From an optimization exercise on the open Yosys and OpenROAD flow, aimed at small area, a short achievable clock period and few clock cycles per item; shortcuts taken in it are not production practice.
Where RTL was checked, it was by simulation tests only, not by an equivalence proof against the original.
Function not checked in runs 4 to 6: the RTL went through the layout flow alone.
Power and IR drop assume default switching activity.

--- design/flow/run.sh ---
#!/bin/bash
# synth_recipe.tcl (not shown) runs the flow's synth.tcl, then flattens the netlist and writes it again
# the make line also repeats each setting of config.mk as NAME=value (left out here)
make -C /OpenROAD-flow-scripts/flow DESIGN_CONFIG=/design/flow/config.mk WORK_HOME=/design/flow/orfs CLKGATE_MAP_FILE= SYNTH_SCRIPT=/design/flow/synth_recipe.tcl finish
--- design/flow/config.mk ---
export PLATFORM = sky130hd
export DESIGN_NAME = fsm_Hand
export DESIGN_NICKNAME = fsm_Hand
export VERILOG_FILES = /design/flow/design.v
export SDC_FILE = /design/flow/constraint.sdc
export NUM_CORES = 4
export LEC_CHECK = 0
export CAP_MARGIN = 20
export CORE_MARGIN = 2
export CORE_UTILIZATION = 65
export CTS_CLUSTER_DIAMETER = 55
export CTS_CLUSTER_SIZE = 32
export SETUP_SLACK_MARGIN = 4.55
export SLEW_MARGIN = 20
--- design/flow/constraint.sdc ---
create_clock -name core_clock -period 7.0 [get_ports {clk}]
set_input_delay 1.4000 -clock core_clock [delete_from_list [all_inputs] [get_ports {clk}]]
set_output_delay 1.4000 -clock core_clock [all_outputs]
set_load 0.01 [all_outputs]
--- design/flow/design.v ---
module svmstorage #(parameter W = 10, parameter DEPTH = 1) (
    input                  clk,
    input                  en,
    input                  ld,
    input      [W-1:0]     din,
    output     [W-1:0]     head,
    output     [W-1:0]     tail,
    output     [W-1:0]     pre
);
reg [W-1:0] q [0:DEPTH-1];
integer n;
always @(posedge clk) begin
    if (en | ld)
        q[0] <= din;
    if (en)
        for (n = 1; n < DEPTH; n = n + 1)
            q[n] <= q[n-1];
end
assign head = q[0];
assign tail = q[DEPTH-1];
assign pre  = q[(DEPTH > 1) ? DEPTH-2 : 0];
endmodule
module testDataModule (
    input              pass,
    input              dbl,
    input              ng,
    input      [10:0]  v,
    output     [11:0]  u
);
wire [11:0] vs  = {v[10], v};
wire [11:0] mag = ({12{pass}} & vs) | ({12{dbl}} & {vs[10:0], 1'b0});
wire [11:0] t   = mag ^ {12{ng}};
assign u = {~t[11], t[10:0]};
endmodule
module fsm_Hand(clk,rst,start,ready,result,write1,write2,SVMin,datain);
input clk,rst,start;
input write1;
input write2;
input signed [8:0] SVMin;
input signed [1:0] datain;
output result;
output ready;
reg ready;
reg result;
localparam IDLE = 2'd0, LW = 2'd1, LX = 2'd2, CP = 2'd3;
reg [1:0] st;
reg [3:0] row, col, k;
wire wbeat = (st == LW) & write1;
wire xbeat = (st == LX) & write2;
reg fin;
always @(posedge clk or negedge rst)
    if (!rst) begin
        st <= IDLE; ready <= 1'b0;
    end else
        case (st)
        IDLE: if (start) begin
                st <= LW; ready <= 1'b0;
              end
        LW:   if (write1 && row == 4'd10 && col == 4'd10) st <= LX;
        LX:   if (write2 && k == 4'd10) st <= CP;
        CP:   if (fin) begin
                ready <= 1'b1;
                st    <= IDLE;
              end
        endcase
always @(posedge clk) begin
    if (st == IDLE) begin
        row <= 4'd0; col <= 4'd0; k <= 4'd0;
    end else begin
        if (wbeat) begin
            if (col == 4'd10) begin
                col <= 4'd0; row <= row + 4'd1;
            end else
                col <= col + 4'd1;
        end
        if (xbeat) k <= k + 4'd1;
    end
end
reg [8:0] tp, td, tn;           
reg [8:0] kgt;                  
reg [3:0] negs;
wire dm1 = datain[0];
wire dm2 = datain[1] & ~datain[0];
wire ds  = datain[1];
always @(posedge clk) begin : xh
    integer i;
    for (i = 0; i <= 8; i = i + 1)
        if (st == IDLE) begin
            tp[i] <= 1'b0; td[i] <= 1'b0; tn[i] <= 1'b0;
        end else if (xbeat && k == i) begin
            tp[i] <= dm1; td[i] <= dm2; tn[i] <= ds;
        end
    if (st == IDLE) begin
        negs <= 4'd0; kgt <= 9'd0;
    end else if (xbeat) begin
        negs <= negs + {3'd0, ds}; kgt <= {kgt[7:0], 1'b1};
    end
end
reg [8:0]  Wq;
reg [8:0]  enR;
reg        enN, ldN, den;
reg [9:0]  rtail;
reg        sp, sd, sn;          
reg        dq1, dq4;            
reg        first, lastL;
always @(posedge clk) begin : ctl
    integer i;
    Wq  <= SVMin;
    for (i = 0; i <= 8; i = i + 1)
        enR[i] <= wbeat & (((row == i) & (col >= i + 2)) | ((row >= i + 2) & (col == i)));
    enN <= wbeat & (col == row + 4'd1);
    ldN <= wbeat & (col + 4'd1 == row);
    den <= (wbeat & (col == row)) | xbeat;
    sp  <= xbeat & (k != 4'd0) & dm1;
    sd  <= xbeat & (k != 4'd0) & dm2;
    sn  <= xbeat & (k != 4'd0) & ds;
    dq1 <= xbeat & dm1;
    dq4 <= xbeat & dm2;
    first <= xbeat & (k == 4'd0);
    lastL <= xbeat & (k == 4'd10);
    fin   <= lastL;
end
wire [9:0] tail [0:8];
wire [9:0] ntail, npre, nhead;
wire [8:0] dtail;
reg [9:0] rnext;
always @* begin : rsel_mux
    integer i;
    rnext = (col + 4'd1 == row) ? nhead : 10'd0;
    for (i = 0; i <= 8; i = i + 1)
        rnext = rnext | ({10{col == i && col + 4'd1 < row}} & tail[i]);
end
always @(posedge clk)
    rtail <= rnext;
wire [9:0] Wx = {Wq[8], Wq};
wire [9:0] hin = rtail + Wx;
genvar g;
generate
    for (g = 0; g <= 8; g = g + 1) begin : row_q
        svmstorage #(.W(10), .DEPTH(9 - g)) q (.clk(clk), .en(enR[g] | (xbeat & kgt[g])), .ld(1'b0),
                                               .din(hin), .head(), .tail(tail[g]), .pre());
    end
endgenerate
svmstorage #(.W(10), .DEPTH(10)) nq (.clk(clk), .en(enN | (xbeat & (k != 4'd0))), .ld(ldN),
                                     .din(hin), .head(nhead), .tail(ntail), .pre(npre));
svmstorage #(.W(9), .DEPTH(11)) dq (.clk(clk), .en(den), .ld(1'b0),
                                    .din(Wq), .head(), .tail(dtail), .pre());
function [31:0] csa;            
    input [15:0] a, b, c;
    begin
        csa[15:0]  = a ^ b ^ c;
        csa[31:16] = {((a & b) | (a & c) | (b & c)), 1'b0};
    end
endfunction
wire [11:0] u [0:9];
wire [15:0] z [0:9];
generate
    for (g = 0; g <= 8; g = g + 1) begin : term
        testDataModule t (.pass(tp[g]), .dbl(td[g]), .ng(tn[g]),
                          .v({tail[g][9], tail[g]}), .u(u[g]));
        assign z[g] = {4'd0, u[g]};
    end
endgenerate
wire [31:0] l1a = csa(z[0], z[1], z[2]);
wire [31:0] l1b = csa(z[3], z[4], z[5]);
wire [31:0] l1c = csa(z[6], z[7], z[8]);
wire [31:0] l2a = csa(l1a[15:0], l1a[31:16], l1b[15:0]);
wire [31:0] l2b = csa(l1b[31:16], l1c[15:0], l1c[31:16]);
reg  [15:0] F [0:3];
reg         vB;                 
always @(posedge clk) begin
    F[0] <= l2a[15:0]; F[1] <= l2a[31:16];
    F[2] <= l2b[15:0]; F[3] <= l2b[31:16];
    vB   <= xbeat;
end
wire [9:0] nnext = (k == 4'd0) ? ntail : npre;
reg  [11:0] ul;
testDataModule tl (.pass(dm1), .dbl(dm2), .ng(ds), .v({nnext[9], nnext}), .u(u[9]));
always @(posedge clk)
    ul <= u[9];
assign z[9] = {4'd0, ul};
wire [15:0] zc = {12'hB00, negs};
wire [31:0] m1a = csa(F[0], F[1], F[2]);
wire [31:0] m1b = csa(F[3], z[9], zc);
wire [31:0] m2  = csa(m1a[15:0], m1a[31:16], m1b[15:0]);
wire [31:0] m3  = csa(m2[15:0], m2[31:16], m1b[31:16]);
reg  [15:0] E0, E1;
always @(posedge clk)
    if (vB) begin
        E0 <= m3[15:0]; E1 <= m3[31:16];
    end
wire [15:0] g0 = ({16{sp}} & E0) | ({16{sd}} & {E0[14:0], 1'b0});
wire [15:0] g1 = ({16{sp}} & E1) | ({16{sd}} & {E1[14:0], 1'b0});
wire [15:0] o0 = g0 ^ {16{sn}};
wire [15:0] o1 = g1 ^ {16{sn}};
wire [15:0] dx = {{7{dtail[8]}}, dtail};
wire [15:0] dterm = ({16{dq1}} & dx) | ({16{dq4}} & {dx[13:0], 2'b00});
reg  [15:0] Ss, Sc;
wire [15:0] s0 = first ? 16'd255 : Ss;
wire [15:0] c0 = first ? 16'd0   : Sc;
wire [31:0] n1 = csa(s0, c0, dterm);
wire [31:0] n2 = csa(n1[15:0], {n1[31:17], sn}, o0);
wire [31:0] n3 = csa(n2[15:0], {n2[31:17], sn}, o1);
always @(posedge clk) begin
    Ss <= n3[15:0];
    Sc <= n3[31:16];
end
wire [15:0] rp = Ss ^ Sc;
wire [15:0] rg = Ss & Sc;
wire        rzero = (rp == {(Ss[14:0] | Sc[14:0]), 1'b0});
reg  [14:0] G [0:4];
reg  [14:0] Pp [0:4];
always @* begin : ks
    integer lv, b, d;
    G[0] = rg[14:0]; Pp[0] = rp[14:0];
    for (lv = 1; lv <= 4; lv = lv + 1) begin
        d = 1 << (lv - 1);
        for (b = 0; b < 15; b = b + 1)
            if (b >= d) begin
                G[lv][b]  = G[lv-1][b] | (Pp[lv-1][b] & G[lv-1][b-d]);
                Pp[lv][b] = Pp[lv-1][b] & Pp[lv-1][b-d];
            end else begin
                G[lv][b]  = G[lv-1][b];
                Pp[lv][b] = Pp[lv-1][b];
            end
    end
end
wire rsign = rp[15] ^ G[4][14];
always @(posedge clk)
    result <= ~rsign & ~rzero;
endmodule
==> parameters.txt, run 1 <==
Parameter                              Value

Outcome
  Result of the run ... finished clean

Route
  DRC violation count after routing ... 0
  Wirelength, routed ... 69.14 mm
  Average vias per placed instance ... 5.826
  Number of detailed-routing iterations run before antenna repair ... 5
  Post-route antenna net violation count ... 0
  Average wire per standard cell ... 23.83 um
  First DRT Iteration DRCs ... 1,662
  Overall via count from detail_route ... 16,910

Synthesis
  Proportion of netlist area held by the largest area contributor ... 59.81%
  Part of the Yosys area used for sequential elements ... 70.97%
  Number of enable flip-flop cells after synthesis ... 678
  Leading post-synthesis cells by instance count ... sky130_fd_sc_hd__edfxtp_1, sky130_fd_sc_hd__dfxtp_1, sky130_fd_sc_hd__inv_1
  Most frequently used cell type in the post-synthesis netlist ... sky130_fd_sc_hd__edfxtp_1
  Top cells by area, synth ... sky130_fd_sc_hd__edfxtp_1, sky130_fd_sc_hd__dfxtp_1, sky130_fd_sc_hd__fa_1, sky130_fd_sc_hd__a22oi_1, sky130_fd_sc_hd__xnor2_1
  Average footprint of a synthesized cell ... 16.12 um2
  Syn nets ... 2,343
  Flop and latch count out of synthesis ... 867
  Yosys top cell by area ... sky130_fd_sc_hd__edfxtp_1
  Number of standard cells after synthesis ... 2,112
  Fraction of registers with async set or reset after synthesis ... 0.3460%
  Prevailing post-synth register cell ... sky130_fd_sc_hd__edfxtp_1
  Number of warnings printed during yosys synthesis ... 29
  Synthesized area ... 0.03404 mm2
  Number of distinct library cell variants in the gate-level netlist after synthesis ... 65

Clock tree
  Cell at the root of the clock tree ... sky130_fd_sc_hd__clkbuf_16
  Maximum buffer depth of the clock tree ... 3
  Clk sinks ... 867
  Clock-pin slew of the registers on the worst-case setup and hold paths ... 100 ps
  Insertion delay of the later-clocked pin in the worst-skew pair ... 640 ps
  Clock buffer count from CTS ... 49
  Clock tree from TritonCTS ... built
  Number of buffers inserted for hold repair after clock tree synthesis ... 0
  H-tree depth ... 2

Finish
  Post-layout instance count excluding filler cells ... 2,902
  Fraction of layout instances using a drive strength above 1 ... 11.22%
  Final Net Count ... 2,410
  Area of all sequential standard cells ... 0.02420 mm2
  Filler cell count ... 3,196
  Combined area of the multi-input logic cells ... 0.009630 mm2
  Synthesis-to-finish area growth ... 10.87%

Critical path
  Startpoint class of the critical path ... flip-flop
  List of cells traversed by the critical path ... buf_6
  Endpoint arrival time on the critical path ... 1150 ps
  CP Data Required Time ... 5600 ps
  Critical-path cell with the highest stage delay ... sky130_fd_sc_hd__dfrtp_1
  Type of the worst setup path ... reg -> out
  Worst path max stage delay ... 400 ps
  Kind of capture point of the worst setup path ... output pin
  Max FO, Critical Path ... 2
  Number of buffer and inverter stages on the critical path ... 1
  Delay-heaviest family, CP ... flip-flops

Placement
  Instance count after placement with tap cells included ... 2,741
  Minimum setup slack after placement ... 2459 ps
  Post-DP HPWL ... 45.61 mm
  GP Congestion ... 1.029
  IO buf count ... 17

Floorplan
  Ports ... 18
  Chip height ... 232.8 um
  DIE AREA ... 0.05421 mm2
  Floorplan die width ... 232.8 um
  Count of standard-cell rows ... 83
  Core ar. ... 0.05151 mm2
  Initial Utilization ... 66.08%

Timing
  Setup ws final ... 4450 ps
  Setup repair after global routing missed its margin ... yes
  Final setup fails ... 0
  Post-route clock skew ... 26.84 ps
  Timing-limited maximum frequency ... 392.1 MHz
  Remaining max-slew budget at the tightest pin ... 38.19%
  Tcrit/Tclk final ... 36.43%
  Slew at the pin closest to its max-slew limit ... 926.1 ps
  Total negative setup slack ... 0 ps
  Total count of hold-check failures in the final report ... 0
  Number of max-slew violations in the final report ... 0
  Shortest period the worst path allows ... 2550 ps

Global route
  Wire length of the first global-routing pass ... 103.4 mm
  GR Layer Usage met1 ... 35.93%
  Grt met2 use ... 42.67%
  Global router's overall resource usage ... 26.35%
  Initial antenna violation count ... 2
  Sum of overflow across all layers after global routing ... 0
  Met3 track utilization from global routing ... 3.137%
  Largest net degree at the start of global routing ... 92
  GR peak layer ... met2
  Vias in the first global route ... 16,870

Power
  Leakage ... 13.38 nW
  VDD IR max ... 240.1 uV
  Ratio of total power to cell area ... 354.4 mW/mm2

Hold path
  Worst hold-check path type ... reg -> reg

Job
  Max-cap check violation count ... 0
metal layers:
layer,up-vias,wire [um]
li1,7717,-
met2,598,33010
met4,0,3951
met1,8401,28380
met5,-,0
met3,191,3801
cells by family (layout without fill, tap and decap cells):
logic type / count (synthesis) / in the layout / share of synthesized area [%]
XOR/XNOR: 182 / 182 / 4.683
flip-flops: 867 / 867 / 70.97
AND/OR/NAND/NOR: 271 / 309 / 3.830
multiplexers: 18 / 18 / 0.5403
adder cells (fa/ha/maj): 215 / 215 / 10.92
buffers and inverters: 250 / 319 / 2.886
other: 0 / 2 / 0
AO/OA/AOI/OAI: 309 / 310 / 6.161
state kept, by name, indices dropped and copies added (netlist names), 4 cells and up:
name / count
negs: 4
tp: 9
E0: 15
rtail: 10
Wq: 9
Ss: 16
enR: 9
Sc: 15
nq.q: 100
E1: 14
k: 4
F: 50
row_q.q.q: 450
row: 4
dq.q: 99
col: 4
tn: 9
td: 9
kgt: 9
ul: 12
cell type report:
type                    instances  area share, %
flip-flops and latches        867          64.14
multi-input cells            1034          25.52
clock buffers                  52          3.335
well taps                     680          2.254
inverters                     166          1.661
clock inverters                40          1.601
repair buffers                 61          1.479
diodes                          2        0.01326
where the power goes:
part           internal (mW)  total, mW  switching [mW]
Combinational           1.15       3.12            1.97
Clock                   1.50       3.36            1.86
Sequential              6.50       6.90           0.395
Total                   9.15       13.4            4.22
layout by cell type (no fill, tap or decap), types with 9 or more instances in the layout:
master / n
sky130_fd_sc_hd__a22oi_1: 150
sky130_fd_sc_hd__o21ai_0: 30
sky130_fd_sc_hd__nor2_1: 52
sky130_fd_sc_hd__ha_1: 73
sky130_fd_sc_hd__nand2_1: 89
sky130_fd_sc_hd__buf_4: 36
sky130_fd_sc_hd__xnor2_1: 119
sky130_fd_sc_hd__mux2i_1: 15
sky130_fd_sc_hd__edfxtp_1: 678
sky130_fd_sc_hd__dfxtp_1: 165
sky130_fd_sc_hd__clkdlybuf4s50_1: 12
sky130_fd_sc_hd__clkbuf_16: 50
sky130_fd_sc_hd__a21oi_1: 73
sky130_fd_sc_hd__nand3_1: 38
sky130_fd_sc_hd__a22o_1: 13
sky130_fd_sc_hd__inv_1: 162
sky130_fd_sc_hd__dfxtp_2: 13
sky130_fd_sc_hd__nand2b_1: 12
sky130_fd_sc_hd__nand2b_2: 13
sky130_fd_sc_hd__xor2_1: 61
sky130_fd_sc_hd__fa_1: 135
sky130_fd_sc_hd__nand4_1: 9
sky130_fd_sc_hd__nand2b_4: 31
worst reg2reg max path: stages, from the launching register on:
cell and delay (ps):
sky130_fd_sc_hd__dfxtp_4 390, sky130_fd_sc_hd__inv_2 70, sky130_fd_sc_hd__ha_4 240, sky130_fd_sc_hd__ha_1 280
sky130_fd_sc_hd__nor2b_1 140, sky130_fd_sc_hd__o21a_1 170, sky130_fd_sc_hd__o21a_4 260, sky130_fd_sc_hd__buf_4 150
sky130_fd_sc_hd__o21ai_0 470, sky130_fd_sc_hd__a211o_1 220
through the flow:
stage / hold WS, ps / total power [mW] / cell area (um2) / util, %
floorplan: 309.6 / 8.712 / 34130 / -
detailed placement: 313.6 / 9.862 / 34910 / 67.78
global route: 345.3 / 13.98 / 37730 / 73.26
finish: 337.4 / 13.37 / 37740 / 73.27
CTS: 337.6 / 13.34 / 37520 / 72.84
global placement: 315.1 / 9.719 / 34910 / 67.78
worst paths after layout:
path                                endpoint  slack (ps)                 from  depth (start not counted)
max                                    ready        4450    ready$_DFFE_PN0P_                          1
min                              fin$_DFF_P_         340        lastL$_DFF_P_                          0
max reg2reg                 rtail[6]$_DFF_P_        4550  col[0]$_SDFFE_PP0P_                          9
min reg2reg                      fin$_DFF_P_         340        lastL$_DFF_P_                          0
max in group asynchronous  ready$_DFFE_PN0P_        5890                  rst                          1
min in group asynchronous  st[1]$_DFFE_PN0P_         950                  rst                          1
repair_timing:
item / CTS / global route
gates resized for setup: 84 / 37
setup endpoints to repair: 653 / 66
cloned: 38 / 2
pin swaps: 4 / 13
buffers inserted: 13 / 14
Testbench counts, summed over its fixed seeds: cycles 25,920, items 192.
==> inputs of run 2 (changes only) <==
--- a/design/flow/config.mk
+++ b/design/flow/config.mk
@@ -9,6 +9,6 @@
 export CORE_MARGIN = 2
 export CORE_UTILIZATION = 65
-export CTS_CLUSTER_DIAMETER = 55
-export CTS_CLUSTER_SIZE = 32
+export CTS_CLUSTER_DIAMETER = 50
+export CTS_CLUSTER_SIZE = 24
 export SETUP_SLACK_MARGIN = 4.55
 export SLEW_MARGIN = 20
==> parameters.txt, run 2 <==
Parameter                              Value

Outcome
  Result of the run ... finished clean

Synthesis
  Part of the Yosys area used for sequential elements ... 70.97%
  Leading post-synthesis cells by instance count ... sky130_fd_sc_hd__edfxtp_1, sky130_fd_sc_hd__dfxtp_1, sky130_fd_sc_hd__inv_1
  Adder-cell share of the synthesized area ... 10.92%
  Proportion of netlist area held by the largest area contributor ... 59.81%
  Average footprint of a synthesized cell ... 16.12 um2
  Number of warnings printed during yosys synthesis ... 29
  Yosys top cell by area ... sky130_fd_sc_hd__edfxtp_1
  Flop and latch count out of synthesis ... 867
  Number of standard cells after synthesis ... 2,112
  Number of enable flip-flop cells after synthesis ... 678
  Top cells by area, synth ... sky130_fd_sc_hd__edfxtp_1, sky130_fd_sc_hd__dfxtp_1, sky130_fd_sc_hd__fa_1, sky130_fd_sc_hd__a22oi_1, sky130_fd_sc_hd__xnor2_1
  Dominant combinational cell family by area after synthesis ... adder cells
  Number of distinct library cell variants in the gate-level netlist after synthesis ... 65
  Mux cell area share after synthesis ... 0.5404%
  Post-synthesis share of cell area spent on and, or, nand and nor gates ... 3.830%
  Post-synthesis share of cell area spent on xor and xnor gates ... 4.683%
  Most frequently used cell type in the post-synthesis netlist ... sky130_fd_sc_hd__edfxtp_1
  Syn nets ... 2,343
  Fraction of registers with async set or reset after synthesis ... 0.3460%
  Synthesized area ... 0.03404 mm2
  Prevailing post-synth register cell ... sky130_fd_sc_hd__edfxtp_1
  Synthesized-area fraction occupied by ao, oa, aoi and oai cells ... 6.161%

Finish
  Synthesis-to-finish area growth ... 12.95%
  Most common cell after layout, fill and taps aside ... sky130_fd_sc_hd__edfxtp_1
  Final Net Count ... 2,438
  Largest register FFs ... 450
  Largest Register ... row_q.q.q
  Highest-count cells in the layout ignoring fill and taps ... sky130_fd_sc_hd__edfxtp_1, sky130_fd_sc_hd__dfxtp_1, sky130_fd_sc_hd__inv_1
  Fraction of layout instances using a drive strength above 1 ... 12.95%
  Filler cell count ... 3,093
  Registers with the most flip-flops ... row_q.q.q: 450 flops, nq.q: 100 flops, dq.q: 99 flops

Placement
  GP Congestion ... 1.029
  Post-DP HPWL ... 45.61 mm
  IO buf count ... 17
  Minimum setup slack after placement ... 2459 ps

Clock tree
  Clock buffer count from CTS ... 71
  Clk sinks ... 867
  Insertion delay of the later-clocked pin in the worst-skew pair ... 640 ps
  Cell at the root of the clock tree ... sky130_fd_sc_hd__clkbuf_16
  Clock tree from TritonCTS ... built
  H-tree depth ... 3
  Clock-pin slew of the registers on the worst-case setup and hold paths ... 70 ps
  Maximum buffer depth of the clock tree ... 3

Critical path
  Type of the worst setup path ... reg -> out
  Max FO, Critical Path ... 2
  Worst path max stage delay ... 390 ps
  Delay-heaviest family, CP ... flip-flops
  Count of cell instances traversed by the critical path ... 1
  Worst setup startpoint ... ready$_DFFE_PN0P_
  Critical-path cell with the highest stage delay ... sky130_fd_sc_hd__dfrtp_1
  Endpoint of the worst setup timing path ... ready
  Depth of the worst register-to-register path ... 9
  Launching point of the worst reg2reg path ... col[1]$_SDFFE_PP0P_
  List of cells traversed by the critical path ... buf_6
  Setup slack of the most critical reg-to-reg path ... 4550 ps
  Startpoint class of the critical path ... flip-flop
  CP Data Required Time ... 5600 ps
  Endpoint arrival time on the critical path ... 1150 ps
  Kind of capture point of the worst setup path ... output pin
  Number of buffer and inverter stages on the critical path ... 1
  Worst r2r dst ... rtail[1]$_DFF_P_

Timing
  Setup repair after global routing missed its margin ... yes
  Total count of hold-check failures in the final report ... 0
  Post-route clock skew ... 32.66 ps
  Timing-limited maximum frequency ... 391.6 MHz
  Tcrit/Tclk final ... 36.48%
  Number of max-slew violations in the final report ... 0
  Shortest period the worst path allows ... 2553 ps
  Final setup fails ... 0
  Total negative setup slack ... 0 ps
  Slew at the pin closest to its max-slew limit ... 930.6 ps
  Setup ws final ... 4447 ps
  Remaining max-slew budget at the tightest pin ... 37.96%

Route
  Wirelength, routed ... 70.93 mm
  Average vias per placed instance ... 5.853
  First DRT Iteration DRCs ... 1,673
  Number of detailed-routing iterations run before antenna repair ... 8
  Overall via count from detail_route ... 17,220
  Post-route antenna net violation count ... 0
  Average wire per standard cell ... 24.10 um
  DRC violation count after routing ... 0

Power
  Ratio of total power to cell area ... 367.0 mW/mm2
  VDD IR max ... 292.2 uV
  Leakage ... 13.78 nW
  Overall power of the completed layout ... 14.11 mW

Floorplan
  Floorplan die width ... 232.8 um
  Ports ... 18
  Core ar. ... 0.05151 mm2
  Initial Utilization ... 66.08%
  Chip height ... 232.8 um
  DIE AREA ... 0.05421 mm2
  Count of standard-cell rows ... 83

Global route
  Largest net degree at the start of global routing ... 92
  Wire length of the first global-routing pass ... 105.9 mm
  Sum of overflow across all layers after global routing ... 0
  Initial antenna violation count ... 4
  Global router's overall resource usage ... 27.10%
  Vias in the first global route ... 17,360

Hold path
  Worst hold-check path type ... reg -> reg

Job
  Max-cap check violation count ... 0
==> run 2: cell counts after synthesis <==
No cell type changed its count.
==> run 2: worst min-delay path by stage <==
stage                             start  slack (ps)  cells after the start          end
after floorplan           lastL$_DFF_P_         310                      0  fin$_DFF_P_
after global placement    lastL$_DFF_P_         320                      0  fin$_DFF_P_
after detailed placement  lastL$_DFF_P_         310                      0  fin$_DFF_P_
after CTS                 lastL$_DFF_P_         330                      0  fin$_DFF_P_
after global routing      lastL$_DFF_P_         340                      0  fin$_DFF_P_
final                     lastL$_DFF_P_         330                      0  fin$_DFF_P_
==> run 2: final cells by class <==
cell class	count	area (um2)	area share, %
antenna	1	2.502	0.006509
clock buffer	79	1837	4.777
clock inverter	49	616.8	1.604
inverter	166	629.4	1.637
multi-input combinational	1037	9721	25.28
sequential	867	24210	62.96
tap	680	850.8	2.213
timing repair buffer	64	584.3	1.520
==> run 2: repair_timing <==
action                                  4_1_cts  5_1_grt
hold buffers                                  0        0
setup buffers                                17       13
endpoints found under the setup margin      653       65
gates resized for setup                      91       45
gates cloned                                 41        2
pin swaps                                     7       14
==> run 2: logic make-up after synthesis <==
kind of cell / after synthesis
muxes: 18
adders and majority gates: 215
and+or+nand+nor: 271
DFF: 867
buffers and inverters: 250
xor gates and xnor gates: 182
AOI/OAI and AO/OA: 309
==> run 2: where the power goes <==
group          switching (mW)  internal (mW)
Clock                    1.98           2.10
Combinational            1.98           1.15
Sequential              0.397           6.50
Total                    4.36           9.76
==> run 2: metal layers <==
metal	track usage (%)	part of all wire (%)	vias up	wire length, um
li1	-	-	7807	-
met1	36.03	41	8672	28750
met2	44.63	49	573	35020
met3	3.873	5.2	168	3670
met4	12.96	4.9	4	3455
met5	0	0.044	-	31
==> run 2: stage by stage <==
stage                     utilization, %  cells  cell area [um2]  hold WS, ps
final                              74.64   2943            38450        328.8
after floorplan                        -   2112            34130        309.6
after CTS                          74.16   2927            38200        329.9
after global placement             67.78   2741            34910        315.1
after global routing               74.64   2942            38440        335.4
after detailed placement           67.78   2741            34910        313.6
==> inputs of run 3 (changes only) <==
--- a/design/flow/design.v
+++ b/design/flow/design.v
@@ -78,9 +78,9 @@
 end
 reg [8:0] tp, td, tn;           
-reg [8:0] kgt;                  
 reg [3:0] negs;
 wire dm1 = datain[0];
 wire dm2 = datain[1] & ~datain[0];
 wire ds  = datain[1];
+wire dn  = datain[1] | ~datain[0];
 always @(posedge clk) begin : xh
     integer i;
@@ -89,11 +89,8 @@
             tp[i] <= 1'b0; td[i] <= 1'b0; tn[i] <= 1'b0;
         end else if (xbeat && k == i) begin
-            tp[i] <= dm1; td[i] <= dm2; tn[i] <= ds;
+            tp[i] <= dm1; td[i] <= dm2; tn[i] <= dn;
         end
-    if (st == IDLE) begin
-        negs <= 4'd0; kgt <= 9'd0;
-    end else if (xbeat) begin
-        negs <= negs + {3'd0, ds}; kgt <= {kgt[7:0], 1'b1};
-    end
+    if (st == IDLE) negs <= 4'd0;
+    else if (xbeat) negs <= negs + {3'd0, dn};
 end
 reg [8:0]  Wq;
@@ -138,5 +135,5 @@
 generate
     for (g = 0; g <= 8; g = g + 1) begin : row_q
-        svmstorage #(.W(10), .DEPTH(9 - g)) q (.clk(clk), .en(enR[g] | (xbeat & kgt[g])), .ld(1'b0),
+        svmstorage #(.W(10), .DEPTH(9 - g)) q (.clk(clk), .en(enR[g] | (xbeat & (tp[g] | tn[g]))), .ld(1'b0),
                                                .din(hin), .head(), .tail(tail[g]), .pre());
     end
@@ -176,5 +173,5 @@
 wire [9:0] nnext = (k == 4'd0) ? ntail : npre;
 reg  [11:0] ul;
-testDataModule tl (.pass(dm1), .dbl(dm2), .ng(ds), .v({nnext[9], nnext}), .u(u[9]));
+testDataModule tl (.pass(dm1), .dbl(dm2), .ng(dn), .v({nnext[9], nnext}), .u(u[9]));
 always @(posedge clk)
     ul <= u[9];
--- a/design/flow/config.mk
+++ b/design/flow/config.mk
@@ -9,6 +9,6 @@
 export CORE_MARGIN = 2
 export CORE_UTILIZATION = 65
-export CTS_CLUSTER_DIAMETER = 50
-export CTS_CLUSTER_SIZE = 24
+export CTS_CLUSTER_DIAMETER = 60
+export CTS_CLUSTER_SIZE = 30
 export SETUP_SLACK_MARGIN = 4.55
 export SLEW_MARGIN = 20
==> parameters.txt, run 3 <==
Parameter                              Value

Outcome
  Result of the run ... finished clean

Timing
  Post-route clock skew ... 32.37 ps
  Slew at the pin closest to its max-slew limit ... 900.3 ps
  Number of max-slew violations in the final report ... 0
  Remaining max-slew budget at the tightest pin ... 39.90%
  Total count of hold-check failures in the final report ... 0
  Total negative setup slack ... 0 ps
  Final setup fails ... 0
  Tcrit/Tclk final ... 36.03%
  Shortest period the worst path allows ... 2522 ps
  Worst hold slack after final layout ... 352.9 ps
  Setup repair after global routing missed its margin ... yes
  Timing-limited maximum frequency ... 396.5 MHz

Job
  Max-cap check violation count ... 0

Route
  Number of detailed-routing iterations run before antenna repair ... 5
  Average vias per placed instance ... 5.767
  First DRT Iteration DRCs ... 1,490
  DRC violation count after routing ... 0
  Average wire per standard cell ... 24.08 um
  Detailed route wirelength on metal2 ... 33.47 mm
  Wirelength, routed ... 68.17 mm
  Met3 Routed Length ... 3.469 mm
  Routed metal-1 wirelength ... 28.32 mm
  Overall via count from detail_route ... 16,330
  Uppermost signal routing layer after detailed routing ... met4
  Post-route antenna net violation count ... 0

Floorplan
  Floorplan die width ... 232.0 um
  Ports ... 18
  DIE AREA ... 0.05381 mm2
  Chip height ... 232.0 um
  Core ar. ... 0.05130 mm2
  Initial Utilization ... 65.85%
  Count of standard-cell rows ... 83

Hold path
  Worst hold-check path type ... reg -> reg
  Worst Hold Launch ... lastL$_DFF_P_
  Cell count of the worst hold path ... 0
  Hold worst-path end ... fin$_DFF_P_

Finish
  Area of all placed cells without fillers ... 0.03714 mm2
  Antenna diode instance count ... 0
  Final Net Count ... 2,345
  Synthesis-to-finish area growth ... 9.945%
  Registers with the most flip-flops ... row_q.q.q: 450 flops, nq.q: 100 flops, dq.q: 99 flops
  Highest-count cells in the layout ignoring fill and taps ... sky130_fd_sc_hd__edfxtp_1, sky130_fd_sc_hd__inv_1, sky130_fd_sc_hd__dfxtp_1
  Post-layout instance count excluding filler cells ... 2,831
  Filler cell count ... 3,156
  Largest register FFs ... 450
  Most common cell after layout, fill and taps aside ... sky130_fd_sc_hd__edfxtp_1
  Fraction of layout instances using a drive strength above 1 ... 9.623%
  Finished Core Util ... 72.39%
  Largest Register ... row_q.q.q

Placement
  IO buf count ... 17
  Post-DP HPWL ... 46.46 mm
  Total placed instance area ... 0.03480 mm2
  GP Congestion ... 0.9257
  Instance count after placement with tap cells included ... 2,725

Power
  Leakage ... 13.01 nW
  Switching fraction of total power ... 31.43%
  Cell-internal power ... 9.297 mW
  VDD IR max ... 291.8 uV
  Ratio of total power to cell area ... 365.1 mW/mm2
  Sequential fraction of design power ... 51.8%
  Combinational share of power ... 23.1%
  Sw Pwr ... 4.262 mW
  Fraction of power consumed by the clock network ... 25.1%

Synthesis
  Syn nets ... 2,323
  Yosys top cell by area ... sky130_fd_sc_hd__edfxtp_1
  Top cells by area, synth ... sky130_fd_sc_hd__edfxtp_1, sky130_fd_sc_hd__dfxtp_1, sky130_fd_sc_hd__fa_1, sky130_fd_sc_hd__xnor2_1, sky130_fd_sc_hd__ha_1
  Part of the Yosys area used for sequential elements ... 70.98%
  Synthesized-area fraction occupied by ao, oa, aoi and oai cells ... 5.934%
  Dominant combinational cell family by area after synthesis ... adder cells
  Most frequently used cell type in the post-synthesis netlist ... sky130_fd_sc_hd__edfxtp_1
  Leading post-synthesis cells by instance count ... sky130_fd_sc_hd__edfxtp_1, sky130_fd_sc_hd__dfxtp_1, sky130_fd_sc_hd__inv_1
  Post-synthesis share of cell area spent on and, or, nand and nor gates ... 3.671%
  Mux cell area share after synthesis ... 0.7482%
  Number of enable flip-flop cells after synthesis ... 678
  Prevailing post-synth register cell ... sky130_fd_sc_hd__edfxtp_1
  Synthesized area ... 0.03378 mm2
  Adder-cell share of the synthesized area ... 11.01%
  Fraction of registers with async set or reset after synthesis ... 0.3497%
  Flop and latch count out of synthesis ... 858
  Post-synthesis share of cell area spent on xor and xnor gates ... 4.719%
  Number of distinct library cell variants in the gate-level netlist after synthesis ... 59
  Average footprint of a synthesized cell ... 16.15 um2
  Number of standard cells after synthesis ... 2,092
  Number of warnings printed during yosys synthesis ... 29
  Proportion of netlist area held by the largest area contributor ... 60.27%

Global route
  Sum of overflow across all layers after global routing ... 0
  Initial antenna violation count ... 0
  Vias in the first global route ... 16,480
  Largest net degree at the start of global routing ... 81
  Wire length of the first global-routing pass ... 101.7 mm
  Global router's overall resource usage ... 26.31%

Critical path
  CP Data Required Time ... 5600 ps
  Type of the worst setup path ... reg -> out
  Max FO, Critical Path ... 2
  Worst setup startpoint ... ready$_DFFE_PN0P_
  Kind of capture point of the worst setup path ... output pin
  Launching point of the worst reg2reg path ... td[2]$_SDFFE_PP0P_
  Critical-path cell with the highest stage delay ... sky130_fd_sc_hd__dfrtp_1
  Number of buffer and inverter stages on the critical path ... 1
  Worst r2r dst ... F[0][1]$_DFF_P_
  Worst path max stage delay ... 380 ps
  Setup slack of the most critical reg-to-reg path ... 4600 ps
  Delay-heaviest family, CP ... flip-flops
  Depth of the worst register-to-register path ... 4
  Startpoint class of the critical path ... flip-flop
  Endpoint arrival time on the critical path ... 1120 ps
  List of cells traversed by the critical path ... buf_2

Clock tree
  Number of buffers inserted for hold repair after clock tree synthesis ... 0
  Cell at the root of the clock tree ... sky130_fd_sc_hd__clkbuf_16
  Clk sinks ... 858
  Insertion delay of the later-clocked pin in the worst-skew pair ... 630 ps
  Maximum buffer depth of the clock tree ... 3
  Clock-pin slew of the registers on the worst-case setup and hold paths ... 90 ps
  H-tree depth ... 2
  Clock tree from TritonCTS ... built
  Clock buffer count from CTS ... 48
-- run 3: power groups by stage --
stage / Sequential (mW) / Combinational, mW / Clock (mW)
finish: 7.02 / 3.13 / 3.41
global route: 7.10 / 3.49 / 3.65
CTS: 7.02 / 3.12 / 3.48
detailed placement: 7.13 / 2.98 / 0
global placement: 7.09 / 2.87 / 0
floorplan: 6.93 / 1.97 / 0
-- run 3: timing repair --
item                                    4_1_cts  5_1_grt
setup buffers                                 4        9
cloned                                        6        0
endpoints found under the setup margin      642      272
pin swaps                                     6        7
resized for setup                            68       32
-- run 3: worst max-delay path by stage --
stage / endpoint / slack, ps / cells after the start
2_1_floorplan: nq.q[0][0]$_DFFE_PP_ / 3370 / 3
3_3_place_gp: row_q[0].q.q[8][5]$_DFFE_PP_ / 2860 / 4
3_5_place_dp: row_q[0].q.q[5][3]$_DFFE_PP_ / 2690 / 4
4_1_cts: ready / 4450 / 1
5_1_grt: ready / 4430 / 1
6_report: ready / 4480 / 1
-- run 3: stage by stage --
step	total power, mW	worst slack (ps)
after CTS	13.62	4448
after detailed placement	10.11	2695
after global placement	9.960	2857
final	13.56	4478
after floorplan	8.899	3373
after global routing	14.23	4426
-- run 3: area by class of cell --
class,count,area [um2],share of cell area [%]
clock buffer,58,1303,3.507
clock inverter,29,570.5,1.536
inverter,168,640.6,1.725
multi-input combinational,987,9250,24.91
sequential,858,24030,64.69
tap,680,850.8,2.291
timing repair buffer,51,498.0,1.341
-- run 3: kinds of logic (layout without fill, tap and decap cells) --
kind of cell	count (synthesis)	in the layout
compound gates	285	290
xor+xnor	182	182
fa+ha+maj	215	215
buf+inv	253	306
flops	858	858
mux	25	25
simple gates	274	275
-- run 3: metal layers --
layer / global-route usage, % / up-vias
met5: 0 / -
met2: 43.32 / 488
met4: 10.20 / 0
li1: - / 7481
met3: 3.364 / 123
met1: 36.39 / 8233
Testbench counts of run 3, summed over its fixed seeds: cycles 25,920, items 192.
==> inputs of run 4 (changes only) <==
--- a/design/flow/design.v
+++ b/design/flow/design.v
@@ -119,5 +119,5 @@
 end
 wire [9:0] tail [0:8];
-wire [9:0] ntail, npre, nhead;
+wire [9:0] ntail, nhead;
 wire [8:0] dtail;
 reg [9:0] rnext;
@@ -139,6 +139,6 @@
     end
 endgenerate
-svmstorage #(.W(10), .DEPTH(10)) nq (.clk(clk), .en(enN | (xbeat & (k != 4'd0))), .ld(ldN),
-                                     .din(hin), .head(nhead), .tail(ntail), .pre(npre));
+svmstorage #(.W(10), .DEPTH(10)) nq (.clk(clk), .en(enN | xbeat), .ld(ldN),
+                                     .din(hin), .head(nhead), .tail(ntail), .pre());
 svmstorage #(.W(9), .DEPTH(11)) dq (.clk(clk), .en(den), .ld(1'b0),
                                     .din(Wq), .head(), .tail(dtail), .pre());
@@ -171,7 +171,6 @@
     vB   <= xbeat;
 end
-wire [9:0] nnext = (k == 4'd0) ? ntail : npre;
 reg  [11:0] ul;
-testDataModule tl (.pass(dm1), .dbl(dm2), .ng(dn), .v({nnext[9], nnext}), .u(u[9]));
+testDataModule tl (.pass(dm1), .dbl(dm2), .ng(dn), .v({ntail[9], ntail}), .u(u[9]));
 always @(posedge clk)
     ul <= u[9];
==> parameters.txt, run 4 <==
Parameter                              Value

Clock tree
  Maximum buffer depth of the clock tree ... 3
  Number of buffers inserted for hold repair after clock tree synthesis ... 0
  Insertion delay of the later-clocked pin in the worst-skew pair ... 630 ps
  Clock buffer count from CTS ... 47
  Clock-pin slew of the registers on the worst-case setup and hold paths ... 100 ps
  Clock tree from TritonCTS ... built
  H-tree depth ... 2
  Clk sinks ... 858
  Cell at the root of the clock tree ... sky130_fd_sc_hd__clkbuf_16

Placement
  Post-DP HPWL ... 46.65 mm
  IO buf count ... 17
  GP Congestion ... 0.9502

Critical path
  Critical-path cell with the highest stage delay ... sky130_fd_sc_hd__dfrtp_1
  Type of the worst setup path ... reg -> out
  List of cells traversed by the critical path ... buf_2
  Delay-heaviest family, CP ... flip-flops
  Max FO, Critical Path ... 2
  Number of buffer and inverter stages on the critical path ... 1
  Kind of capture point of the worst setup path ... output pin
  Worst path max stage delay ... 390 ps
  Depth of the worst register-to-register path ... 3
  Count of cell instances traversed by the critical path ... 1
  Setup slack of the most critical reg-to-reg path ... 4570 ps
  Endpoint arrival time on the critical path ... 1150 ps
  Startpoint class of the critical path ... flip-flop
  CP Data Required Time ... 5600 ps

Power
  VDD IR max ... 324.2 uV
  Fraction of power consumed by the clock network ... 24.2%
  Cell-internal power ... 9.151 mW
  Sw Pwr ... 4.170 mW
  Switching fraction of total power ... 31.31%
  Ratio of total power to cell area ... 360.3 mW/mm2
  Leakage ... 13.05 nW
  Combinational share of power ... 22.9%
  Overall power of the completed layout ... 13.32 mW
  Sequential fraction of design power ... 52.8%

Route
  Post-route antenna net violation count ... 0
  Wirelength, routed ... 68.02 mm
  Overall via count from detail_route ... 16,410
  Number of detailed-routing iterations run before antenna repair ... 6
  Average vias per placed instance ... 5.819
  First DRT Iteration DRCs ... 1,696
  Average wire per standard cell ... 24.12 um
  DRC violation count after routing ... 0

Synthesis
  Proportion of netlist area held by the largest area contributor ... 60.39%
  Prevailing post-synth register cell ... sky130_fd_sc_hd__edfxtp_1
  Synthesized-area fraction occupied by ao, oa, aoi and oai cells ... 6.105%
  Number of enable flip-flop cells after synthesis ... 678
  Synthesized area ... 0.03371 mm2
  Leading post-synthesis cells by instance count ... sky130_fd_sc_hd__edfxtp_1, sky130_fd_sc_hd__dfxtp_1, sky130_fd_sc_hd__inv_1
  Part of the Yosys area used for sequential elements ... 71.12%
  Flop and latch count out of synthesis ... 858
  Most frequently used cell type in the post-synthesis netlist ... sky130_fd_sc_hd__edfxtp_1
  Average footprint of a synthesized cell ... 16.19 um2
  Top cells by area, synth ... sky130_fd_sc_hd__edfxtp_1, sky130_fd_sc_hd__dfxtp_1, sky130_fd_sc_hd__fa_1, sky130_fd_sc_hd__a22oi_1, sky130_fd_sc_hd__xnor2_1
  Post-synthesis share of cell area spent on and, or, nand and nor gates ... 3.815%
  Number of standard cells after synthesis ... 2,083
  Syn nets ... 2,314
  Adder-cell share of the synthesized area ... 11.03%
  Mux cell area share after synthesis ... 0.2449%
  Number of distinct library cell variants in the gate-level netlist after synthesis ... 62
  Post-synthesis share of cell area spent on xor and xnor gates ... 4.728%
  Yosys top cell by area ... sky130_fd_sc_hd__edfxtp_1
  Dominant combinational cell family by area after synthesis ... adder cells
  Number of warnings printed during yosys synthesis ... 29
  Fraction of registers with async set or reset after synthesis ... 0.3497%

Outcome
  Result of the run ... finished clean

Floorplan
  Chip height ... 231.7 um
  Ports ... 18
  Floorplan die width ... 231.7 um
  Initial Utilization ... 65.72%
  Count of standard-cell rows ... 83
  Core ar. ... 0.05130 mm2
  DIE AREA ... 0.05371 mm2

Finish
  Fraction of layout instances using a drive strength above 1 ... 9.860%
  Highest-count cells in the layout ignoring fill and taps ... sky130_fd_sc_hd__edfxtp_1, sky130_fd_sc_hd__inv_1, sky130_fd_sc_hd__a22oi_1
  Largest register FFs ... 450
  Synthesis-to-finish area growth ... 9.649%
  Final Net Count ... 2,337
  Most common cell after layout, fill and taps aside ... sky130_fd_sc_hd__edfxtp_1
  Largest Register ... row_q.q.q
  Antenna diode instance count ... 0
  Registers with the most flip-flops ... row_q.q.q: 450 flops, nq.q: 100 flops, dq.q: 99 flops

Timing
  Final setup fails ... 0
  Remaining max-slew budget at the tightest pin ... 31.00%
  Timing-limited maximum frequency ... 392.1 MHz
  Total count of hold-check failures in the final report ... 0
  Shortest period the worst path allows ... 2550 ps
  Post-route clock skew ... 33.92 ps
  Tcrit/Tclk final ... 36.43%
  Number of max-slew violations in the final report ... 0
  Setup repair after global routing missed its margin ... yes
  Total negative setup slack ... 0 ps
  Slew at the pin closest to its max-slew limit ... 1035 ps
  Worst hold slack after final layout ... 347.6 ps

Hold path
  Worst hold-check path type ... reg -> reg
  Cell count of the worst hold path ... 0

Global route
  Sum of overflow across all layers after global routing ... 0
  Global router's overall resource usage ... 26.05%
  Wire length of the first global-routing pass ... 101.1 mm
  Largest net degree at the start of global routing ... 91
  Vias in the first global route ... 16,430
  Initial antenna violation count ... 0

Job
  Max-cap check violation count ... 0
-- run 4: cell count changes in the layout (fill, tap and decap cells not counted), moves of 5 or more --
| cell | previous run | this run |
|---|---|---|
| sky130_fd_sc_hd__a22oi_1 | 127 | 161 |
| sky130_fd_sc_hd__nor2_1 | 86 | 80 |
| sky130_fd_sc_hd__a21oi_1 | 75 | 52 |
| sky130_fd_sc_hd__nand3_1 | 25 | 34 |
| sky130_fd_sc_hd__nand2_1 | 87 | 68 |
| sky130_fd_sc_hd__a211o_1 | 0 | 9 |
| sky130_fd_sc_hd__mux2i_1 | 21 | 6 |
| sky130_fd_sc_hd__clkbuf_1 | 7 | 2 |
| sky130_fd_sc_hd__xor2_1 | 68 | 59 |
| sky130_fd_sc_hd__o21ai_0 | 15 | 24 |
| sky130_fd_sc_hd__a221oi_2 | 16 | 0 |
-- run 4: metal layers --
| layer | share of wire, % | global-route usage, % | wire [um] | vias to the layer above |
|---|---|---|---|---|
| li1 | - | - | - | 7471 |
| met1 | 41 | 35.40 | 27790 | 8240 |
| met2 | 48 | 41.19 | 32570 | 551 |
| met3 | 5.9 | 4.470 | 4044 | 147 |
| met4 | 5.3 | 13.36 | 3608 | 0 |
| met5 | 0 | 0 | 0 | - |
-- run 4: final cells by class --
class                   count  area (um2)
fillers                  3121       14330
flip-flops and latches    858       24020
inverters                 165       623.1
well taps                 680       850.8
multi-input cells         976        9141
clock buffers              51        1234
clock inverters            32       518.0
repair buffers             58       584.3
-- run 4: through the flow --
stage | cell area [um2] | setup slack, ps | cells | utilization [%]
after detailed placement | 34700 | 2787 | 2710 | 67.65
after global placement | 34700 | 2847 | 2710 | 67.64
after global routing | 36970 | 4424 | 2820 | 72.06
final | 36970 | 4450 | 2820 | 72.06
after CTS | 36800 | 4414 | 2808 | 71.73
after floorplan | 33870 | 3570 | 2083 | -
-- run 4: worst paths after layout --
check                                         from           endpoint
worst max register to register  tn[5]$_SDFFE_PP0P_    F[0][6]$_DFF_P_
worst max-delay path             ready$_DFFE_PN0P_              ready
worst min register to register       lastL$_DFF_P_        fin$_DFF_P_
worst min-delay path                 lastL$_DFF_P_        fin$_DFF_P_
max in group asynchronous                      rst  ready$_DFFE_PN0P_
min in group asynchronous                      rst  st[1]$_DFFE_PN0P_
-- run 4: cell families after synthesis --
logic type               Yosys count
multiplexers                       8
XOR/XNOR                         182
AO/OA/AOI/OAI                    296
flip-flops                       858
adder cells (fa/ha/maj)          215
buffers and inverters            255
AND/OR/NAND/NOR                  269
-- run 4: power by group through the flow --
stage	clock, mW	sequential, mW	combinational [mW]
after floorplan	0	6.99	1.90
after global placement	0	7.12	2.76
after detailed placement	0	7.16	2.88
after CTS	3.30	7.05	3.01
after global routing	3.46	7.11	3.41
final	3.23	7.04	3.06
-- run 4: what timing repair did --
action	CTS	global route
cloned	5	1
pin swaps	11	14
endpoints found under the setup margin	675	104
gates resized for setup	68	23
buffers inserted	10	11
==> inputs of run 5 (changes only) <==
--- a/design/flow/design.v
+++ b/design/flow/design.v
@@ -77,47 +77,57 @@
     end
 end
-reg [8:0] tp, td, tn;           
+reg [1:0] xv [0:8];
+reg [8:0] kgt;                  
 reg [3:0] negs;
 wire dm1 = datain[0];
 wire dm2 = datain[1] & ~datain[0];
 wire ds  = datain[1];
-wire dn  = datain[1] | ~datain[0];
 always @(posedge clk) begin : xh
     integer i;
     for (i = 0; i <= 8; i = i + 1)
-        if (st == IDLE) begin
-            tp[i] <= 1'b0; td[i] <= 1'b0; tn[i] <= 1'b0;
-        end else if (xbeat && k == i) begin
-            tp[i] <= dm1; td[i] <= dm2; tn[i] <= dn;
-        end
-    if (st == IDLE) negs <= 4'd0;
-    else if (xbeat) negs <= negs + {3'd0, dn};
+        if (xbeat && k == i) xv[i] <= datain;
+    if (st == IDLE) begin
+        negs <= 4'd0; kgt <= 9'd0;
+    end else if (xbeat) begin
+        negs <= negs + {3'd0, ds}; kgt <= {kgt[7:0], 1'b1};
+    end
 end
 reg [8:0]  Wq;
 reg [8:0]  enR;
-reg        enN, ldN, den;
+reg        enN, ldN, den, rot;
 reg [9:0]  rtail;
 reg        sp, sd, sn;          
 reg        dq1, dq4;            
 reg        first, lastL;
+reg        dfx;                 
+reg        lp, ld, ln;          
+reg        sp1, sd1, sn1, dq11, dq41, first1, last1, dfx1;
 always @(posedge clk) begin : ctl
     integer i;
     Wq  <= SVMin;
     for (i = 0; i <= 8; i = i + 1)
-        enR[i] <= wbeat & (((row == i) & (col >= i + 2)) | ((row >= i + 2) & (col == i)));
-    enN <= wbeat & (col == row + 4'd1);
+        enR[i] <= (wbeat & (((row == i) & (col >= i + 2)) | ((row >= i + 2) & (col == i)))) |
+                  (xbeat & kgt[i]);
+    enN <= (wbeat & (col == row + 4'd1)) | xbeat;
     ldN <= wbeat & (col + 4'd1 == row);
-    den <= (wbeat & (col == row)) | xbeat;
-    sp  <= xbeat & (k != 4'd0) & dm1;
-    sd  <= xbeat & (k != 4'd0) & dm2;
-    sn  <= xbeat & (k != 4'd0) & ds;
-    dq1 <= xbeat & dm1;
-    dq4 <= xbeat & dm2;
-    first <= xbeat & (k == 4'd0);
-    lastL <= xbeat & (k == 4'd10);
+    den <= wbeat & (col == row);
+    rot <= col < row;
+    lp  <= xbeat & dm1;
+    ld  <= xbeat & dm2;
+    ln  <= xbeat & ds;
+    sp1 <= xbeat & (k != 4'd0) & dm1;
+    sd1 <= xbeat & (k != 4'd0) & dm2;
+    sn1 <= xbeat & (k != 4'd0) & ds;
+    dq11 <= xbeat & dm1;
+    dq41 <= xbeat & dm2;
+    first1 <= xbeat & (k == 4'd0);
+    last1  <= xbeat & (k == 4'd10);
+    dfx1   <= xbeat;
+    sp <= sp1; sd <= sd1; sn <= sn1; dq1 <= dq11; dq4 <= dq41;
+    first <= first1; lastL <= last1; dfx <= dfx1;
     fin   <= lastL;
 end
 wire [9:0] tail [0:8];
-wire [9:0] ntail, nhead;
+wire [9:0] ntail, npre, nhead;
 wire [8:0] dtail;
 reg [9:0] rnext;
@@ -126,20 +136,20 @@
     rnext = (col + 4'd1 == row) ? nhead : 10'd0;
     for (i = 0; i <= 8; i = i + 1)
-        rnext = rnext | ({10{col == i && col + 4'd1 < row}} & tail[i]);
+        rnext = rnext | ({10{col == i && col + 4'd1 != row}} & tail[i]);
 end
 always @(posedge clk)
     rtail <= rnext;
 wire [9:0] Wx = {Wq[8], Wq};
-wire [9:0] hin = rtail + Wx;
+wire [9:0] hin = rot ? (rtail + Wx) : Wx;
 genvar g;
 generate
     for (g = 0; g <= 8; g = g + 1) begin : row_q
-        svmstorage #(.W(10), .DEPTH(9 - g)) q (.clk(clk), .en(enR[g] | (xbeat & (tp[g] | tn[g]))), .ld(1'b0),
+        svmstorage #(.W(10), .DEPTH(9 - g)) q (.clk(clk), .en(enR[g]), .ld(1'b0),
                                                .din(hin), .head(), .tail(tail[g]), .pre());
     end
 endgenerate
-svmstorage #(.W(10), .DEPTH(10)) nq (.clk(clk), .en(enN | xbeat), .ld(ldN),
-                                     .din(hin), .head(nhead), .tail(ntail), .pre());
-svmstorage #(.W(9), .DEPTH(11)) dq (.clk(clk), .en(den), .ld(1'b0),
+svmstorage #(.W(10), .DEPTH(10)) nq (.clk(clk), .en(enN), .ld(ldN),
+                                     .din(hin), .head(nhead), .tail(ntail), .pre(npre));
+svmstorage #(.W(9), .DEPTH(11)) dq (.clk(clk), .en(den | dfx), .ld(1'b0),
                                     .din(Wq), .head(), .tail(dtail), .pre());
 function [31:0] csa;            
@@ -152,4 +162,13 @@
 wire [11:0] u [0:9];
 wire [15:0] z [0:9];
+reg [8:0] tp, td, tn;
+always @(posedge clk) begin : tc
+    integer i;
+    for (i = 0; i <= 8; i = i + 1) begin
+        tp[i] <= xbeat & kgt[i] & xv[i][0];
+        td[i] <= xbeat & kgt[i] & xv[i][1] & ~xv[i][0];
+        tn[i] <= xbeat & kgt[i] & xv[i][1];
+    end
+end
 generate
     for (g = 0; g <= 8; g = g + 1) begin : term
@@ -165,16 +184,19 @@
 wire [31:0] l2b = csa(l1b[31:16], l1c[15:0], l1c[31:16]);
 reg  [15:0] F [0:3];
-reg         vB;                 
+reg         vB, vC;             
+reg  [3:0]  negsB;
 always @(posedge clk) begin
     F[0] <= l2a[15:0]; F[1] <= l2a[31:16];
     F[2] <= l2b[15:0]; F[3] <= l2b[31:16];
     vB   <= xbeat;
+    vC   <= vB;
+    negsB <= negs;
 end
 reg  [11:0] ul;
-testDataModule tl (.pass(dm1), .dbl(dm2), .ng(dn), .v({ntail[9], ntail}), .u(u[9]));
+testDataModule tl (.pass(lp), .dbl(ld), .ng(ln), .v({ntail[9], ntail}), .u(u[9]));
 always @(posedge clk)
     ul <= u[9];
 assign z[9] = {4'd0, ul};
-wire [15:0] zc = {12'hB00, negs};
+wire [15:0] zc = {12'hB00, negsB};
 wire [31:0] m1a = csa(F[0], F[1], F[2]);
 wire [31:0] m1b = csa(F[3], z[9], zc);
@@ -183,5 +205,5 @@
 reg  [15:0] E0, E1;
 always @(posedge clk)
-    if (vB) begin
+    if (vC) begin
         E0 <= m3[15:0]; E1 <= m3[31:16];
     end
==> parameters.txt, run 5 <==
Parameter                              Value

Route
  Overall via count from detail_route ... 16,440
  Post-route antenna net violation count ... 0
  Average vias per placed instance ... 5.801
  Average wire per standard cell ... 24.06 um
  Wirelength, routed ... 68.20 mm
  First DRT Iteration DRCs ... 1,682
  Number of detailed-routing iterations run before antenna repair ... 7
  DRC violation count after routing ... 0

Power
  Leakage ... 13.33 nW
  Ratio of total power to cell area ... 337.7 mW/mm2
  VDD IR max ... 320.4 uV

Synthesis
  Adder-cell share of the synthesized area ... 10.74%
  Number of standard cells after synthesis ... 2,095
  Average footprint of a synthesized cell ... 16.58 um2
  Post-synthesis share of cell area spent on xor and xnor gates ... 4.484%
  Leading post-synthesis cells by instance count ... sky130_fd_sc_hd__edfxtp_1, sky130_fd_sc_hd__dfxtp_1, sky130_fd_sc_hd__inv_1
  Proportion of netlist area held by the largest area contributor ... 60.17%
  Post-synthesis share of cell area spent on and, or, nand and nor gates ... 3.735%
  Number of distinct library cell variants in the gate-level netlist after synthesis ... 67
  Prevailing post-synth register cell ... sky130_fd_sc_hd__edfxtp_1
  Most frequently used cell type in the post-synthesis netlist ... sky130_fd_sc_hd__edfxtp_1
  Synthesized-area fraction occupied by ao, oa, aoi and oai cells ... 5.738%
  Fraction of registers with async set or reset after synthesis ... 0.3337%
  Part of the Yosys area used for sequential elements ... 71.91%
  Syn nets ... 2,327
  Number of warnings printed during yosys synthesis ... 31
  Flop and latch count out of synthesis ... 899
  Top cells by area, synth ... sky130_fd_sc_hd__edfxtp_1, sky130_fd_sc_hd__dfxtp_1, sky130_fd_sc_hd__fa_1, sky130_fd_sc_hd__xnor2_1, sky130_fd_sc_hd__a22oi_1
  Dominant combinational cell family by area after synthesis ... adder cells
  Synthesized area ... 0.03474 mm2
  Number of enable flip-flop cells after synthesis ... 696
  Mux cell area share after synthesis ... 0.7132%
  Yosys top cell by area ... sky130_fd_sc_hd__edfxtp_1

Placement
  Total placed instance area ... 0.03560 mm2
  GP Congestion ... 0.9299
  Post-DP HPWL ... 47.50 mm
  IO buf count ... 17

Critical path
  Delay-heaviest family, CP ... flip-flops
  Startpoint class of the critical path ... flip-flop
  Critical-path cell with the highest stage delay ... sky130_fd_sc_hd__dfrtp_1
  Launching point of the worst reg2reg path ... Wq[1]$_DFF_P_
  Worst setup startpoint ... ready$_DFFE_PN0P_
  Count of cell instances traversed by the critical path ... 1
  Endpoint of the worst setup timing path ... ready
  Max FO, Critical Path ... 2
  Number of buffer and inverter stages on the critical path ... 1
  Depth of the worst register-to-register path ... 10
  Endpoint arrival time on the critical path ... 1160 ps
  CP Data Required Time ... 5600 ps
  Type of the worst setup path ... reg -> out
  Setup slack of the most critical reg-to-reg path ... 4450 ps
  Kind of capture point of the worst setup path ... output pin
  Worst r2r dst ... row_q[1].q.q[0][9]$_DFFE_PP_
  List of cells traversed by the critical path ... buf_2
  Worst path max stage delay ... 410 ps

Clock tree
  Clock buffer count from CTS ... 47
  Insertion delay of the later-clocked pin in the worst-skew pair ... 620 ps
  Clock tree from TritonCTS ... built
  Maximum buffer depth of the clock tree ... 3
  Number of buffers inserted for hold repair after clock tree synthesis ... 0
  H-tree depth ... 2
  Clk sinks ... 899
  Clock-pin slew of the registers on the worst-case setup and hold paths ... 100 ps
  Cell at the root of the clock tree ... sky130_fd_sc_hd__clkbuf_16

Global route
  Global router's overall resource usage ... 25.11%
  Sum of overflow across all layers after global routing ... 0
  Initial antenna violation count ... 1
  Vias in the first global route ... 16,570
  Wire length of the first global-routing pass ... 102.4 mm
  Largest net degree at the start of global routing ... 100

Floorplan
  Ports ... 18
  Core ar. ... 0.05266 mm2
  Count of standard-cell rows ... 84
  Initial Utilization ... 65.97%
  Floorplan die width ... 235.2 um
  DIE AREA ... 0.05531 mm2
  Chip height ... 235.2 um

Timing
  Post-route clock skew ... 39.79 ps
  Timing-limited maximum frequency ... 389.9 MHz
  Total count of hold-check failures in the final report ... 0
  Setup repair after global routing missed its margin ... yes
  Shortest period the worst path allows ... 2564 ps
  Total negative setup slack ... 0 ps
  Slew at the pin closest to its max-slew limit ... 1135 ps
  Final setup fails ... 0
  Tcrit/Tclk final ... 36.63%
  Remaining max-slew budget at the tightest pin ... 24.22%
  Number of max-slew violations in the final report ... 0

Job
  Max-cap check violation count ... 0

Outcome
  Result of the run ... finished clean

Finish
  Final Net Count ... 2,342
  Largest register FFs ... 450
  Synthesis-to-finish area growth ... 8.792%
  Finished Core Util ... 71.77%
  Most common cell after layout, fill and taps aside ... sky130_fd_sc_hd__edfxtp_1
  Fraction of layout instances using a drive strength above 1 ... 8.625%
  Highest-count cells in the layout ignoring fill and taps ... sky130_fd_sc_hd__edfxtp_1, sky130_fd_sc_hd__dfxtp_1, sky130_fd_sc_hd__inv_1
  Registers with the most flip-flops ... row_q.q.q: 450 flops, nq.q: 100 flops, dq.q: 99 flops
  Largest Register ... row_q.q.q
  Area of all placed cells without fillers ... 0.03779 mm2

Hold path
  Worst hold-check path type ... reg -> reg
run 5: changes by cell type after synthesis, moves of 17 or more:
cell / before / now
sky130_fd_sc_hd__a21oi_1: 54 / 37
sky130_fd_sc_hd__a22oi_1: 161 / 136
sky130_fd_sc_hd__and3_1: 6 / 28
sky130_fd_sc_hd__dfxtp_1: 177 / 200
sky130_fd_sc_hd__edfxtp_1: 678 / 696
sky130_fd_sc_hd__nand3_1: 34 / 11
sky130_fd_sc_hd__nor2_1: 83 / 53
sky130_fd_sc_hd__o21ai_1: 1 / 26
run 5: cell type report:
| class | instances | area [um2] |
|---|---|---|
| Timing Repair Buffer | 44 | 424.2 |
| Inverter | 165 | 631.9 |
| Tap cell | 688 | 860.8 |
| Clock inverter | 31 | 526.8 |
| Multi-Input combinational cell | 953 | 9074 |
| Antenna cell | 1 | 2.502 |
| Sequential cell | 899 | 25030 |
| Fill cell | 3228 | 14860 |
| Clock buffer | 53 | 1241 |
run 5: routing by layer:
metal	GRT usage, %	part of all wire [%]	vias up
met1	35.44	43	8324
met4	8.899	3.5	0
met3	4.022	5.5	108
li1	-	-	7538
met5	0	0	-
met2	40.44	48	469
run 5: what timing repair did:
action	CTS	global route
setup endpoints to repair	146	106
endpoints found under the hold margin	0	0
pin swaps	7	10
resized for setup	40	39
cloned	0	1
buffers inserted	2	10
run 5: logic make-up after synthesis:
kind of cell / count (synthesis)
adder cells (fa/ha/maj): 216
AO/OA/AOI/OAI: 284
AND/OR/NAND/NOR: 253
flip-flops: 899
XOR/XNOR: 177
buffers and inverters: 243
multiplexers: 23
run 5: power by group:
group          leakage (nW)  internal, mW  switching, mW
combinational          4.48         0.877           1.43
clock                 0.849          1.55           1.78
sequential             8.01          6.71          0.429
run 5: per-stage QoR:
stage	hold slack (ps)	total power, mW	std cells	setup slack [ps]
global route	349.6	13.36	2833	4390
floorplan	309.6	8.543	2095	4600
CTS	344.3	12.72	2821	4406
finish	343.6	12.76	2834	4436
detailed placement	312.1	9.374	2735	3429
global placement	312.3	9.246	2735	3484
run 5: worst min-delay path by stage:
stage,from,end,slack [ps],cells after the start
floorplan,lastL$_DFF_P_,fin$_DFF_P_,310,0
detailed placement,first1$_DFF_P_,first$_DFF_P_,310,0
global placement,first1$_DFF_P_,first$_DFF_P_,310,0
CTS,first1$_DFF_P_,first$_DFF_P_,340,0
global route,sp1$_DFF_P_,sp$_DFF_P_,350,0
finish,first1$_DFF_P_,first$_DFF_P_,340,0
==> inputs of run 6 (changes only) <==
--- a/design/flow/config.mk
+++ b/design/flow/config.mk
@@ -8,5 +8,5 @@
 export CAP_MARGIN = 20
 export CORE_MARGIN = 2
-export CORE_UTILIZATION = 65
+export CORE_UTILIZATION = 68
 export CTS_CLUSTER_DIAMETER = 60
 export CTS_CLUSTER_SIZE = 30
==> parameters.txt, run 6 <==
Parameter                              Value

Outcome
  Result of the run ... finished clean

Timing
  Setup ws final ... 4448 ps
  Number of max-slew violations in the final report ... 0
  Timing-limited maximum frequency ... 391.8 MHz
  Total negative setup slack ... 0 ps
  Shortest period the worst path allows ... 2552 ps
  Remaining max-slew budget at the tightest pin ... 29.73%
  Post-route clock skew ... 26.40 ps
  Slew at the pin closest to its max-slew limit ... 1053 ps
  Setup repair after global routing missed its margin ... yes
  Tcrit/Tclk final ... 36.46%

Critical path
  Worst path max stage delay ... 510 ps
  Count of cell instances traversed by the critical path ... 7
  CP Data Required Time ... 7550 ps
  Kind of capture point of the worst setup path ... flip-flop
  Critical-path cell with the highest stage delay ... sky130_fd_sc_hd__fa_1
  Endpoint arrival time on the critical path ... 3100 ps
  Worst r2r dst ... Ss[9]$_DFF_P_
  Type of the worst setup path ... reg -> reg
  Max FO, Critical Path ... 2

Synthesis
  Top cells by area, synth ... sky130_fd_sc_hd__edfxtp_1, sky130_fd_sc_hd__dfxtp_1, sky130_fd_sc_hd__fa_1, sky130_fd_sc_hd__xnor2_1, sky130_fd_sc_hd__a22oi_1
  Leading post-synthesis cells by instance count ... sky130_fd_sc_hd__edfxtp_1, sky130_fd_sc_hd__dfxtp_1, sky130_fd_sc_hd__inv_1
  Prevailing post-synth register cell ... sky130_fd_sc_hd__edfxtp_1
  Number of enable flip-flop cells after synthesis ... 696
  Synthesized-area fraction occupied by ao, oa, aoi and oai cells ... 5.738%
  Flop and latch count out of synthesis ... 899
  Post-synthesis share of cell area spent on and, or, nand and nor gates ... 3.735%
  Synthesized area ... 0.03474 mm2
  Number of distinct library cell variants in the gate-level netlist after synthesis ... 67
  Syn nets ... 2,327
  Part of the Yosys area used for sequential elements ... 71.91%
  Dominant combinational cell family by area after synthesis ... adder cells
  Post-synthesis share of cell area spent on xor and xnor gates ... 4.484%
  Adder-cell share of the synthesized area ... 10.74%
  Fraction of registers with async set or reset after synthesis ... 0.3337%

Route
  Wirelength, routed ... 70.10 mm
  DRC violation count after routing ... 0
  First DRT Iteration DRCs ... 1,699
  Post-route antenna net violation count ... 0
  Met3 Routed Length ... 3.846 mm
  Uppermost signal routing layer after detailed routing ... met4
  Average vias per placed instance ... 5.935

Global route
  Initial antenna violation count ... 2
  Largest net degree at the start of global routing ... 100
  Vias in the first global route ... 16,990
  Wire length of the first global-routing pass ... 105.6 mm
  Global router's overall resource usage ... 27.33%

Placement
  GP Congestion ... 0.9603
  Post-DP HPWL ... 47.80 mm

Clock tree
  Clock-pin slew of the registers on the worst-case setup and hold paths ... 110 ps
  Clock buffer count from CTS ... 47
  Maximum buffer depth of the clock tree ... 3
  Number of buffers inserted for hold repair after clock tree synthesis ... 0

Finish
  Filler cell count ... 2,889
  Fraction of layout instances using a drive strength above 1 ... 8.189%
  Largest register FFs ... 450
  Registers with the most flip-flops ... row_q.q.q: 450 flops, nq.q: 100 flops, dq.q: 99 flops
  Largest Register ... row_q.q.q

Power
  Ratio of total power to cell area ... 335.2 mW/mm2
  Leakage ... 13.30 nW

Floorplan
  DIE AREA ... 0.05291 mm2
  Count of standard-cell rows ... 82
  Core ar. ... 0.05027 mm2
  Chip height ... 230.0 um
  Initial Utilization ... 69.10%
  Floorplan die width ... 230.0 um

Hold path
  Worst hold-check path type ... reg -> reg
  Cell count of the worst hold path ... 0
  Hold worst-path end ... sp$_DFF_P_
  Worst Hold Launch ... sp1$_DFF_P_

Job
  Max-cap check violation count ... 0
[run 6: cell count changes in the layout (fill, tap and decap cells not counted), sizes merged, moves of 2 or more]
cell and change:
clkbuf +3, clkinv -4, bufinv -2, inv +2, buf -7
[run 6: power by group]
part	internal [mW]	total, mW	leakage [nW]	switching, mW
registers	6.71	7.12	8.01	0.414
clock network	1.48	3.23	0.821	1.76
logic	0.807	2.24	4.47	1.44
total	8.99	12.6	13.3	3.61
[run 6: routing by layer]
layer	vias up	track usage [%]
met5	-	0
met4	0	8.065
met3	107	3.224
met2	557	47.12
met1	8478	37.25
li1	7536	-
[run 6: kinds of logic after synthesis]
logic type,after synthesis
flip-flops,899
AND/OR/NAND/NOR,253
buffers and inverters,243
AO/OA/AOI/OAI,284
adder cells (fa/ha/maj),216
XOR/XNOR,177
multiplexers,23
[run 6: final cells by class]
type | instances | area share [%]
flip-flops and latches | 899 | 66.62
clock inverters | 27 | 1.162
clock buffers | 56 | 3.360
repair buffers | 37 | 0.9691
inverters | 165 | 1.682
multi-input cells | 953 | 23.96
well taps | 672 | 2.238
diodes | 1 | 0.006661
[run 6: what timing repair did]
item,in CTS,in global routing
resized for setup,45,32
setup endpoints to repair,148,89
pin swaps,4,7
setup buffers,2,3
[run 6: worst max-delay path by stage]
stage	end	slack (ps)	start
2_1_floorplan	Ss[8]$_DFF_P_	4600	first$_DFF_P_
3_3_place_gp	xv[2][0]$_DFFE_PP_	3500	write2
3_5_place_dp	k[3]$_SDFFE_PP0P_	3390	write2
4_1_cts	ready	4450	ready$_DFFE_PN0P_
5_1_grt	Ss[9]$_DFF_P_	4430	dq.q[10][8]$_DFFE_PP_
6_report	Ss[9]$_DFF_P_	4450	dq.q[10][8]$_DFFE_PP_
[run 6: per-stage QoR]
stage               hold WS, ps  area, um2  std cells  utilization, %  total power [mW]
CTS                       331.6      37410       2805           74.42             12.63
floorplan                 309.6      34740       2095               -             8.543
global route              337.0      37570       2809           74.73             13.17
finish                    327.0      37570       2810           74.73             12.59
global placement          313.1      35580       2720           70.77             9.219
detailed placement        312.1      35580       2720           70.77             9.372
